Background: an optimization exercise with open tools, aiming at small area, a short achievable clock period and few clock cycles per item. Do not read the settings as production practice.
In this exercise RTL edits were held to simulation tests only and were not proved equivalent to the original.
Power and IR drop assume default switching activity.

Design data_mover_bram, start of the top module:
module data_mover_bram
#(
	parameter CNT_BIT = 31,
	parameter DWIDTH = 32,
	parameter AWIDTH = 12,
	parameter MEM_SIZE = 3481,
	parameter IN_DATA_WITDH = 32  
)
(
    input 				clk,
    input 				reset_n,
	input 				i_run,
	input  [CNT_BIT-1:0]	i_num_cnt,
	output   			o_idle,
	output   			o_read,
	output   			o_write,
	output  			o_done,
	output[AWIDTH-1:0] 	addr_b0,
	output 				ce_b0,
	output 				we_b0,
	input [DWIDTH-1:0]  q_b0,
	output[DWIDTH-1:0] 	d_b0,
	output[AWIDTH-1:0] 	addr_b1,
	output 				ce_b1,
	output 				we_b1,
	input [DWIDTH-1:0]  q_b1,
	output[DWIDTH-1:0] 	d_b1,
	output[AWIDTH-1:0] 	addr_b2,
	output 				ce_b2,
	output 				we_b2,
	input [DWIDTH-1:0]  q_b2,
	output[DWIDTH-1:0] 	d_b2,
	output[AWIDTH-1:0] 	addr_b3,
	output 				ce_b3,
	output 				we_b3,
	input [DWIDTH-1:0]  q_b3,
	output[DWIDTH-1:0] 	d_b3,
	output[AWIDTH-1:0] 	addr_b4,
	output 				ce_b4,
	output 				we_b4,
	input [DWIDTH-1:0]  q_b4,
	output[DWIDTH-1:0] 	d_b4,
	output[AWIDTH-1:0] 	addr_b5,
	output 				ce_b5,
	output 				we_b5,
	input [DWIDTH-1:0]  q_b5,
	output[DWIDTH-1:0] 	d_b5,
	output[AWIDTH-1:0] 	addr_b6,
	output 				ce_b6,
	output 				we_b6,
	input [DWIDTH-1:0]  q_b6,
	output[DWIDTH-1:0] 	d_b6,
	output[AWIDTH-1:0] 	addr_b7,
	output 				ce_b7,
	output 				we_b7,
	input [DWIDTH-1:0]  q_b7,
	output[DWIDTH-1:0] 	d_b7,
	output[AWIDTH-1:0] 	addr_b8,
	output 				ce_b8,
	output 				we_b8,
	input [DWIDTH-1:0]  q_b8,
	output[DWIDTH-1:0] 	d_b8,
	output[AWIDTH-1:0] 	addr_b9,
	output 				ce_b9,
	output 				we_b9,
	input [DWIDTH-1:0]  q_b9,
	output[DWIDTH-1:0] 	d_b9,
	output[AWIDTH-1:0] 	addr_b10,
	output 				ce_b10,
	output 				we_b10,
	input [DWIDTH-1:0]  q_b10,
	output[DWIDTH-1:0] 	d_b10,
	output[AWIDTH-1:0] 	addr_b11,
	output 				ce_b11,
	output 				we_b11,
	input [DWIDTH-1:0]  q_b11,
	output[DWIDTH-1:0] 	d_b11,
	output[AWIDTH-1:0] 	addr_b12,
	output 				ce_b12,
	output 				we_b12,
	input [DWIDTH-1:0]  q_b12,
	output[DWIDTH-1:0] 	d_b12,
	output[AWIDTH-1:0] 	addr_b13,
	output 				ce_b13,
	output 				we_b13,
	input [DWIDTH-1:0]  q_b13,
	output[DWIDTH-1:0] 	d_b13,
	output[AWIDTH-1:0] 	addr_b14,
	output 				ce_b14,
	output 				we_b14,
	input [DWIDTH-1:0]  q_b14,
	output[DWIDTH-1:0] 	d_b14,
  ...
Size: ~24000 cells after synthesis, ~3200 flip-flops, roughly 1900 I/O pins, about 0.25 sq mm of cells after synthesis.
clock: 10.0 ns
lec_check: 0
cap_margin: 40
core_margin: 2
core_utilization: 60
cts_cluster_diameter: 80
cts_cluster_size: 24
slew_margin: 40
synth_hierarchical: 1
standard.sh (not shown) runs the stock make flow with config.mk's settings and CLKGATE_MAP_FILE= SYNTH_SCRIPT=/design/flow/synth_recipe.tcl, a recipe that flattens the netlist after the stock synthesis.
==> flow/flow/run.sh <==
#!/bin/bash
# Layout flow: the standard ORFS flow (standard.sh, with the standard synthesis), with
# these changes to how the layout is made:
#   - the port buffers that placement inserts start as buf_1 cells (the resizer sizes up
#     the ones on timing paths), not the delay cells it picks by default;
#   - antenna repair after detailed routing may take more rounds.
# ORFS writes each step's full log under orfs/logs/; make's own output goes to make.log.
set -euo pipefail
export BUFFER_PORTS_ARGS="-buffer_cell sky130_fd_sc_hd__buf_1"
export SETUP_SLACK_MARGIN=6.3
export MAX_REPAIR_ANTENNAS_ITER_DRT=15
bash standard.sh finish > make.log 2>&1
The baseline completed without violations.
Testbench counts at the start, summed over its fixed seeds: cycles 51,412, items 50,068.
Edit:
==> flow/run.sh (new file) <==
#!/bin/bash
# synth_recipe.tcl (not shown) runs the flow's synth.tcl, then flattens the netlist and writes it again
# the make line also repeats each setting of config.mk as NAME=value (left out here)
make -C /OpenROAD-flow-scripts/flow DESIGN_CONFIG=/design/flow/config.mk WORK_HOME=/design/flow/orfs CLKGATE_MAP_FILE= SYNTH_SCRIPT=/design/flow/synth_recipe.tcl finish
CAP_MARGIN = 20   (was 40)
CORE_UTILIZATION = 50   (was 60)
SETUP_SLACK_MARGIN = 5   (was default)
SLEW_MARGIN = 20   (was 40)
removed: flow/flow/run.sh
removed: flow/standard.sh
What happened: Now the flow completed, yet does not pass: antenna rules. Design area increases by 2.5%. Clock power increases by 5.6%. Utilization decreases by 9.2 points. Cell count increases by 3.8%. Combinational power hardly moves. Power increases by 0.64%. Die area increases by 20%. Setup slack gets worse by 0.78 ns. Synthesized cell count does not change. First-iteration DRC count decreases by 9.7%.
Edit:
==> flow/flow/run.sh (new file) <==
#!/bin/bash
# Layout flow: the standard ORFS flow (standard.sh, with the standard synthesis), with
# these changes to how the layout is made:
#   - the port buffers that placement inserts start as buf_1 cells (the resizer sizes up
#     the ones on timing paths), not the delay cells it picks by default;
#   - antenna repair after detailed routing may take more rounds.
# ORFS writes each step's full log under orfs/logs/; make's own output goes to make.log.
set -euo pipefail
export BUFFER_PORTS_ARGS="-buffer_cell sky130_fd_sc_hd__buf_1"
export SETUP_SLACK_MARGIN=6.3
export MAX_REPAIR_ANTENNAS_ITER_DRT=15
bash standard.sh finish > make.log 2>&1
==> flow/standard.sh (new file) <==
#!/bin/bash
# synth_recipe.tcl (not shown) runs the flow's synth.tcl, then flattens the netlist and writes it again
# the make line also repeats each setting of config.mk as NAME=value (left out here)
make -C /OpenROAD-flow-scripts/flow DESIGN_CONFIG=/design/flow/config.mk WORK_HOME=/design/flow/orfs CLKGATE_MAP_FILE= SYNTH_SCRIPT=/design/flow/synth_recipe.tcl "${@:-finish}"
SETUP_SLACK_MARGIN = default   (was 5)
removed: flow/run.sh
Result: The changed run completed with no timing, DRC or antenna violations. Die area does not change. Design area falls by about 1.3%. Power increases by about 0.5%.

the baseline:
data_mover_bram again, from the RTL that the note above started with.
Settings: LEC_CHECK=0, CAP_MARGIN=40, CORE_MARGIN=2, CORE_UTILIZATION=60, CTS_CLUSTER_DIAMETER=80, CTS_CLUSTER_SIZE=24, SETUP_SLACK_MARGIN=5, SLEW_MARGIN=40, SYNTH_HIERARCHICAL=1; clock period 10.0 ns.
run.sh (not shown) runs the stock make flow with config.mk's settings and CLKGATE_MAP_FILE= SYNTH_SCRIPT=/design/flow/synth_recipe.tcl, a recipe that flattens the netlist after the stock synthesis.
Stock flow here: none of the scripts above is used.
No stage failed in the baseline, and the final checks on the layout all came back clean.
Testbench counts of the baseline, summed over its fixed seeds: cycles 51,412, items 50,068.
[inputs] the candidate vs the baseline
# the baseline
export LEC_CHECK = 0
export CAP_MARGIN = 40
export CORE_MARGIN = 2
export CORE_UTILIZATION = 60
export CTS_CLUSTER_DIAMETER = 80
export CTS_CLUSTER_SIZE = 24
export SETUP_SLACK_MARGIN = 5
export SLEW_MARGIN = 40
export SYNTH_HIERARCHICAL = 1
create_clock -name core_clock -period 10.0 [get_ports {clk}]
# the candidate
export LEC_CHECK = 0
export CAP_MARGIN = 20
export CORE_MARGIN = 2
export CORE_UTILIZATION = 50
export CTS_CLUSTER_DIAMETER = 80
export CTS_CLUSTER_SIZE = 24
export SETUP_SLACK_MARGIN = 5
export SLEW_MARGIN = 20
export SYNTH_HIERARCHICAL = 1
create_clock -name core_clock -period 10.0 [get_ports {clk}]
==> flow/flow/run.sh (new file) <==
#!/bin/bash
set -euo pipefail
export BUFFER_PORTS_ARGS="-buffer_cell sky130_fd_sc_hd__buf_1"
export MAX_REPAIR_ANTENNAS_ITER_DRT=15
bash standard.sh finish > make.log 2>&1
==> flow/standard.sh (new file) <==
#!/bin/bash
# synth_recipe.tcl (not shown) runs the flow's synth.tcl, then flattens the netlist and writes it again
# the make line also repeats each setting of config.mk as NAME=value (left out here)
make -C /OpenROAD-flow-scripts/flow DESIGN_CONFIG=/design/flow/config.mk WORK_HOME=/design/flow/orfs CLKGATE_MAP_FILE= SYNTH_SCRIPT=/design/flow/synth_recipe.tcl "${@:-finish}"
removed: flow/run.sh
Results
Relative to the baseline, largest fanout of any net on the critical path has increased by 8 in the candidate. The part of the power in combinational logic number comes out higher for the baseline vs the candidate. On sequential-cell power consumption, the baseline tracks the candidate almost exactly. Compared with the baseline, the candidate is more frugal on power. Delta (the candidate minus the baseline): global-route wire length before repair now sits higher; count of filler cells inserted in the layout rose 11000. Compared to the baseline, the candidate has final clock period utilization by the worst path 1.6 points higher. Taking the baseline as the reference point, the share of total power in the clock network of the candidate rises by 0.7 points. For the candidate, the last element of the critical path was u_mreg_3.o_m3[17]$_DFF_P_, unlike the baseline, where it was result_2[12].

## static timing again, ports no longer ideal
The flow's constraints put no driver on any port. The routed layouts listed below were extracted and timed again, unchanged, in two steps.
Step 1: set_driving_cell puts a clkbuf_16 on clk and a buf_2 on each other input, an assumption about the parent block.
Step 2 times the ports against the registers' clock, not the clock port: input delays grow and output delays shrink by t, the midpoint of the rising clock arrivals with the driver on.
Slacks: ideal / step 1 / step 2; pairs: ideal / step 1.
| run | t (ns) | slack for setup (ns) | latest minus earliest clock arrival (ns) |
|---|---|---|---|
| the first run of note 1 | 1.135 | 6.223 / 6.179 / 5.558 | 0.075 / 0.075 |
| the second run of note 1 | 1.095 | 5.445 / 5.445 / 5.011 | 0.089 / 0.089 |
| the third run of note 1 | 1.119 | 6.317 / 6.182 / 5.492 | 0.066 / 0.067 |
| the baseline | 1.138 | 5.546 / 5.412 / 5.062 | 0.077 / 0.078 |
| the candidate | 1.130 | 5.382 / 5.382 / 5.382 | 0.099 / 0.100 |
For the third run of note 1, which loses most, drivers alone change the setup slack by -0.135 ns; drivers and shift together by -0.825 ns.
